Background: an optimization exercise with open tools, aiming at small area. Do not read the settings as production practice. Function was checked by simulation only, so behaviour that the tests miss may differ from the original. Power and IR drop assume default switching activity.

Setup of v7:
==> flow/design.v (excerpt) <==
module  top(
        input                   clk                     ,
        input                   s_rst_n                 ,
        input                   key1                    ,
        input                   key2                    ,
        input                   key3                    ,
        output  wire            led                     ,
        output  wire            rs                      ,
        output  wire            rw                      ,
        output  wire            en                      ,
        output  wire            on                      ,
        output  wire  [ 7: 0]   data
);
For scale: roughly 18 I/O pins.
Settings: LEC_CHECK=0, CAP_MARGIN=20, CORE_MARGIN=2, CORE_UTILIZATION=70, SLEW_MARGIN=20, SYNTH_HIERARCHICAL=1; clock period 20.0 ns.
standard.sh (not shown) runs the stock make flow with config.mk's settings and CLKGATE_MAP_FILE= SYNTH_SCRIPT=/design/flow/synth_recipe.tcl, a recipe that flattens the netlist after the stock synthesis.
==> flow/flow/run.sh <==
#!/bin/bash
# Layout flow: the standard synthesis, then the combinational logic
# between the registers is mapped again with an area-oriented ABC script
# (registers, their names and cell types are kept as synthesis made them),
# then the standard layout from floorplan to finish.
set -euo pipefail
R=orfs/results/sky130hd/top/base

# 1. standard synthesis
bash standard.sh synth > log_1_standard_synth.log 2>&1

# 2. re-map the combinational logic
cp $R/1_2_yosys.v netlist_standard.v
sed -e "s#@LIB@#$FLOW_HOME/platforms/sky130hd/lib/sky130_fd_sc_hd__tt_025C_1v80.lib#g" \
    -e "s#@ABC@#$PWD/flow/area.abc#g" \
    -e "s#@DONTUSE@#$(cat flow/dont_use.txt | sed 's/^/-dont_use /' | tr '\n' ' ')#g" \
    flow/remap.ys > remap.ys
yosys -l log_2_remap.log -q remap.ys > log_2_remap.stdout 2>&1
# keep the standard netlist if the new one is not smaller or lost a register
std_ff=$(grep -c "sky130_fd_sc_hd__d[f]" netlist_standard.v || true)
new_ff=$(grep -c "sky130_fd_sc_hd__d[f]" netlist_remapped.v || true)
if [[ "$std_ff" == "$new_ff" ]] && [[ -s netlist_remapped.v ]]; then
  sleep 1
  cp netlist_remapped.v $R/1_2_yosys.v
  touch $R/1_2_yosys.v
else
  echo "remap not used: registers $std_ff vs $new_ff" > log_2_remap_skipped.log
fi

# 3. standard layout on the new netlist
bash standard.sh > log_3_standard_finish.log 2>&1
Other scripts of this flow, unchanged in this note and not shown: flow/flow/area.abc, flow/flow/dont_use.txt, flow/flow/remap.ys
For v24, these inputs were changed with respect to v7:
-- flow/flow/run.sh --
<<< v7, line 30
# 3. standard layout on the new netlist
bash standard.sh > log_3_standard_finish.log 2>&1
>>> v24, line 30
# 3. standard layout on the new netlist
# flow/make_args.txt: one more make variable per line for these steps
args=()
if [[ -f flow/make_args.txt ]]; then
  while IFS= read -r line; do [[ -n "$line" ]] && args+=("$line"); done < flow/make_args.txt
fi
bash standard.sh "${args[@]}" finish > log_3_standard_finish.log 2>&1
==> flow/flow/make_args.txt (new file) <==
BUFFER_PORTS_ARGS=-buffer_cell sky130_fd_sc_hd__buf_1
CTS_ARGS=-sink_clustering_enable -repair_clock_nets -dont_use_dummy_load -buf_list sky130_fd_sc_hd__clkbuf_16 -sink_clustering_size 40
==> comparison <==
Comparing v24 and v7, the higher number of inserted filler cells in the final layout was measured on v24.
Final worst hold slack ends up higher on v24.
Sequential share of power, v24 and v7: lower on v24

========
== run 1 ==
Another version of the RTL of top (not shown whole).
Size in the first run: about 580 cells after synthesis, roughly 18 I/O pins, ~4900 um^2 of cells after synthesis.
clock: 20.0 ns
lec_check: 0
cap_margin: 20
core_margin: 2
core_utilization: 70
slew_margin: 20
synth_hierarchical: 1
==> flow/flow/run.sh <==
#!/bin/bash
# Layout flow: the standard synthesis, then the combinational logic
# between the registers is mapped again with area-oriented ABC scripts
# (registers, their names and cell types are kept as synthesis made them;
# each new netlist must be fully mapped and is proved equivalent to the
# standard one, register pins taken as cut points; the smallest is used),
# then the standard layout from floorplan to finish.
# The re-mapping starts from the standard netlist and from a second run of
# the standard synthesis with ABC_AREA=1 (a different starting structure).
set -uo pipefail
R=orfs/results/sky130hd/top/base
LIB=$FLOW_HOME/platforms/sky130hd/lib/sky130_fd_sc_hd__tt_025C_1v80.lib
DONTUSE=$(sed 's/^/-dont_use /' flow/dont_use.txt | tr '\n' ' ')

# 0. a second starting point: the standard synthesis with ABC_AREA=1
if bash standard.sh ABC_AREA=1 synth > log_0_alt_synth.log 2>&1 && [[ -s $R/1_2_yosys.v ]]; then
  cp $R/1_2_yosys.v netlist_alt.v
fi
rm -rf orfs

# 1. standard synthesis
set -e
bash standard.sh synth > log_1_standard_synth.log 2>&1
cp $R/1_2_yosys.v netlist_standard.v
set +e

# 2. re-map the combinational logic
remap() {  # $1 source name, $2 abc script
  local src=$1 abc=$2 s
  s=${src}_$(basename $abc .abc)
  sed -e "s#@LIB@#$LIB#g" -e "s#@ABC@#$PWD/$abc#g" -e "s#@DONTUSE@#$DONTUSE#g" \
      -e "s#@IN@#netlist_$src.v#g" -e "s#@STATIN@#stat_$src.txt#g" \
      -e "s#@OUT@#netlist_$s.v#g" -e "s#@STAT@#stat_$s.txt#g" flow/remap.ys > remap_$s.ys
  timeout 900 yosys -l log_2_remap_$s.log -q remap_$s.ys > /dev/null 2>&1 || { echo "$s: remap failed" > choice_$s.txt; return; }
  [[ -s netlist_$s.v ]] || { echo "$s: no netlist" > choice_$s.txt; return; }
  if grep -q '\$_' stat_$s.txt; then echo "$s: not mapped" > choice_$s.txt; return; fi
  sed -e "s#@LIB@#$LIB#g" -e "s#@GOLD@#netlist_standard.v#g" -e "s#@GATE@#netlist_$s.v#g" flow/check.ys > check_$s.ys
  timeout 900 yosys -l log_2_check_$s.log -q check_$s.ys > /dev/null 2>&1 || { echo "$s: no proof of equivalence" > choice_$s.txt; return; }
  grep -q "SUCCESS" log_2_check_$s.log || { echo "$s: no proof" > choice_$s.txt; return; }
  echo "$s: area $(grep "Chip area" stat_$s.txt | awk '{print $NF}') equivalent" > choice_$s.txt
}
srcs=(standard); [[ -s netlist_alt.v ]] && srcs+=(alt)
n=0
for src in "${srcs[@]}"; do
  for abc in flow/abc_s*.abc; do
    remap $src $abc &
    n=$((n+1)); if (( n % ${NUM_CORES:-4} == 0 )); then wait; fi
  done
done
wait
cat choice_*.txt > log_2_choice.log
best=$(grep -E '^[a-z0-9_]+: area [0-9.]+ equivalent$' log_2_choice.log | sort -t' ' -k3 -g | head -1 | cut -d: -f1)
if [[ -n "$best" ]]; then
  echo "using $best" >> log_2_choice.log
  sleep 1
  cp netlist_$best.v $R/1_2_yosys.v
  touch $R/1_2_yosys.v
else
  echo "using the standard netlist" >> log_2_choice.log
fi

# 3. standard layout on the new netlist
# flow/make_args.txt: one more make variable per line for these steps
set -e
args=()
if [[ -f flow/make_args.txt ]]; then
  while IFS= read -r line; do [[ -n "$line" ]] && args+=("$line"); done < flow/make_args.txt
fi
bash standard.sh "${args[@]}" finish > log_3_standard_finish.log 2>&1
Other scripts of this flow, unchanged in this note and not shown: flow/flow/abc_s1.abc, flow/flow/abc_s2.abc, flow/flow/abc_s3.abc, flow/flow/abc_s4.abc, flow/flow/abc_s5.abc, flow/flow/abc_s6.abc, flow/flow/abc_s7.abc, flow/flow/abc_s8.abc, flow/flow/check.ys, flow/flow/dont_use.txt, flow/flow/make_args.txt, flow/flow/remap.ys
What run 2 does differently from run 1 at the input level:
--- a/flow/flow/run.sh
+++ b/flow/flow/run.sh
@@ -9 +9,2 @@
-# the standard synthesis with ABC_AREA=1 (a different starting structure).
+# the standard synthesis with ABC_AREA=1 (a different starting structure),
+# then starts again from the three smallest results.
@@ -41,0 +43,14 @@
+run_round() {  # remap each given netlist with each script, at most NUM_CORES at once
+  local n=0 src abc
+  for src in "$@"; do
+    for abc in flow/abc_s*.abc; do
+      remap $src $abc &
+      n=$((n+1)); if (( n % ${NUM_CORES:-4} == 0 )); then wait; fi
+    done
+  done
+  wait
+}
+ranked() {  # proved netlists, smallest first
+  cat choice_*.txt | grep -E '^[a-z0-9_]+: area [0-9.]+ equivalent$' | sort -t' ' -k3 -g | cut -d: -f1
+}
+# round 1: from the standard netlist (and the ABC_AREA=1 one)
@@ -43,8 +58,3 @@
-n=0
-for src in "${srcs[@]}"; do
-  for abc in flow/abc_s*.abc; do
-    remap $src $abc &
-    n=$((n+1)); if (( n % ${NUM_CORES:-4} == 0 )); then wait; fi
-  done
-done
-wait
+run_round "${srcs[@]}"
+# round 2: once more from the three smallest of round 1
+run_round $(ranked | head -3)
@@ -52 +62 @@
-best=$(grep -E '^[a-z0-9_]+: area [0-9.]+ equivalent$' log_2_choice.log | sort -t' ' -k3 -g | head -1 | cut -d: -f1)
+best=$(ranked | head -1)
Findings:
Taking run 1 as the reference, in run 2 total number of nets in the final design has decreased; global-route track usage on met3 rose by 2.2 points; routed wire length now smaller.
Summary of run 2 over run 1: met2 wire length went down, total number of vias went down.
Run 2 gives less data arrival time of the critical path than run 1 did.
Power: higher on run 1
Run 2 vs run 1 — global-route wire length before repair climbed slightly
Overall fraction of global-route tracks in use, run 2 and run 1: higher on run 2

-- static timing again, ports no longer ideal --
Ports are ideal in the flow. The routed layouts listed here were re-timed in OpenROAD. Step 1 sets driving cells, clkbuf_16 on the clock port and buf_2 on the other inputs (assumed; they add their load-dependent delay and slew). Step 2 also shifts input and output timing later by t, the mid clock arrival at the registers, as if the neighbouring blocks saw the same clock. Slacks: ideal ports / drivers / drivers and shift; pairs: ideal ports / drivers.
run	shift t [ns]	setup slack, ns	worst setup path after step 2	worst data-port slew with drivers (ns)
v7	0.398	12.291 / 12.260 / 12.658	register to output	0.03
v24	0.385	12.809 / 12.770 / 13.155	register to output	0.04
run 1	0.391	13.152 / 13.119 / 13.510	register to output	0.04
run 2	0.390	13.342 / 13.311 / 13.633	register to register	0.03
After both steps every run listed still meets setup and hold.
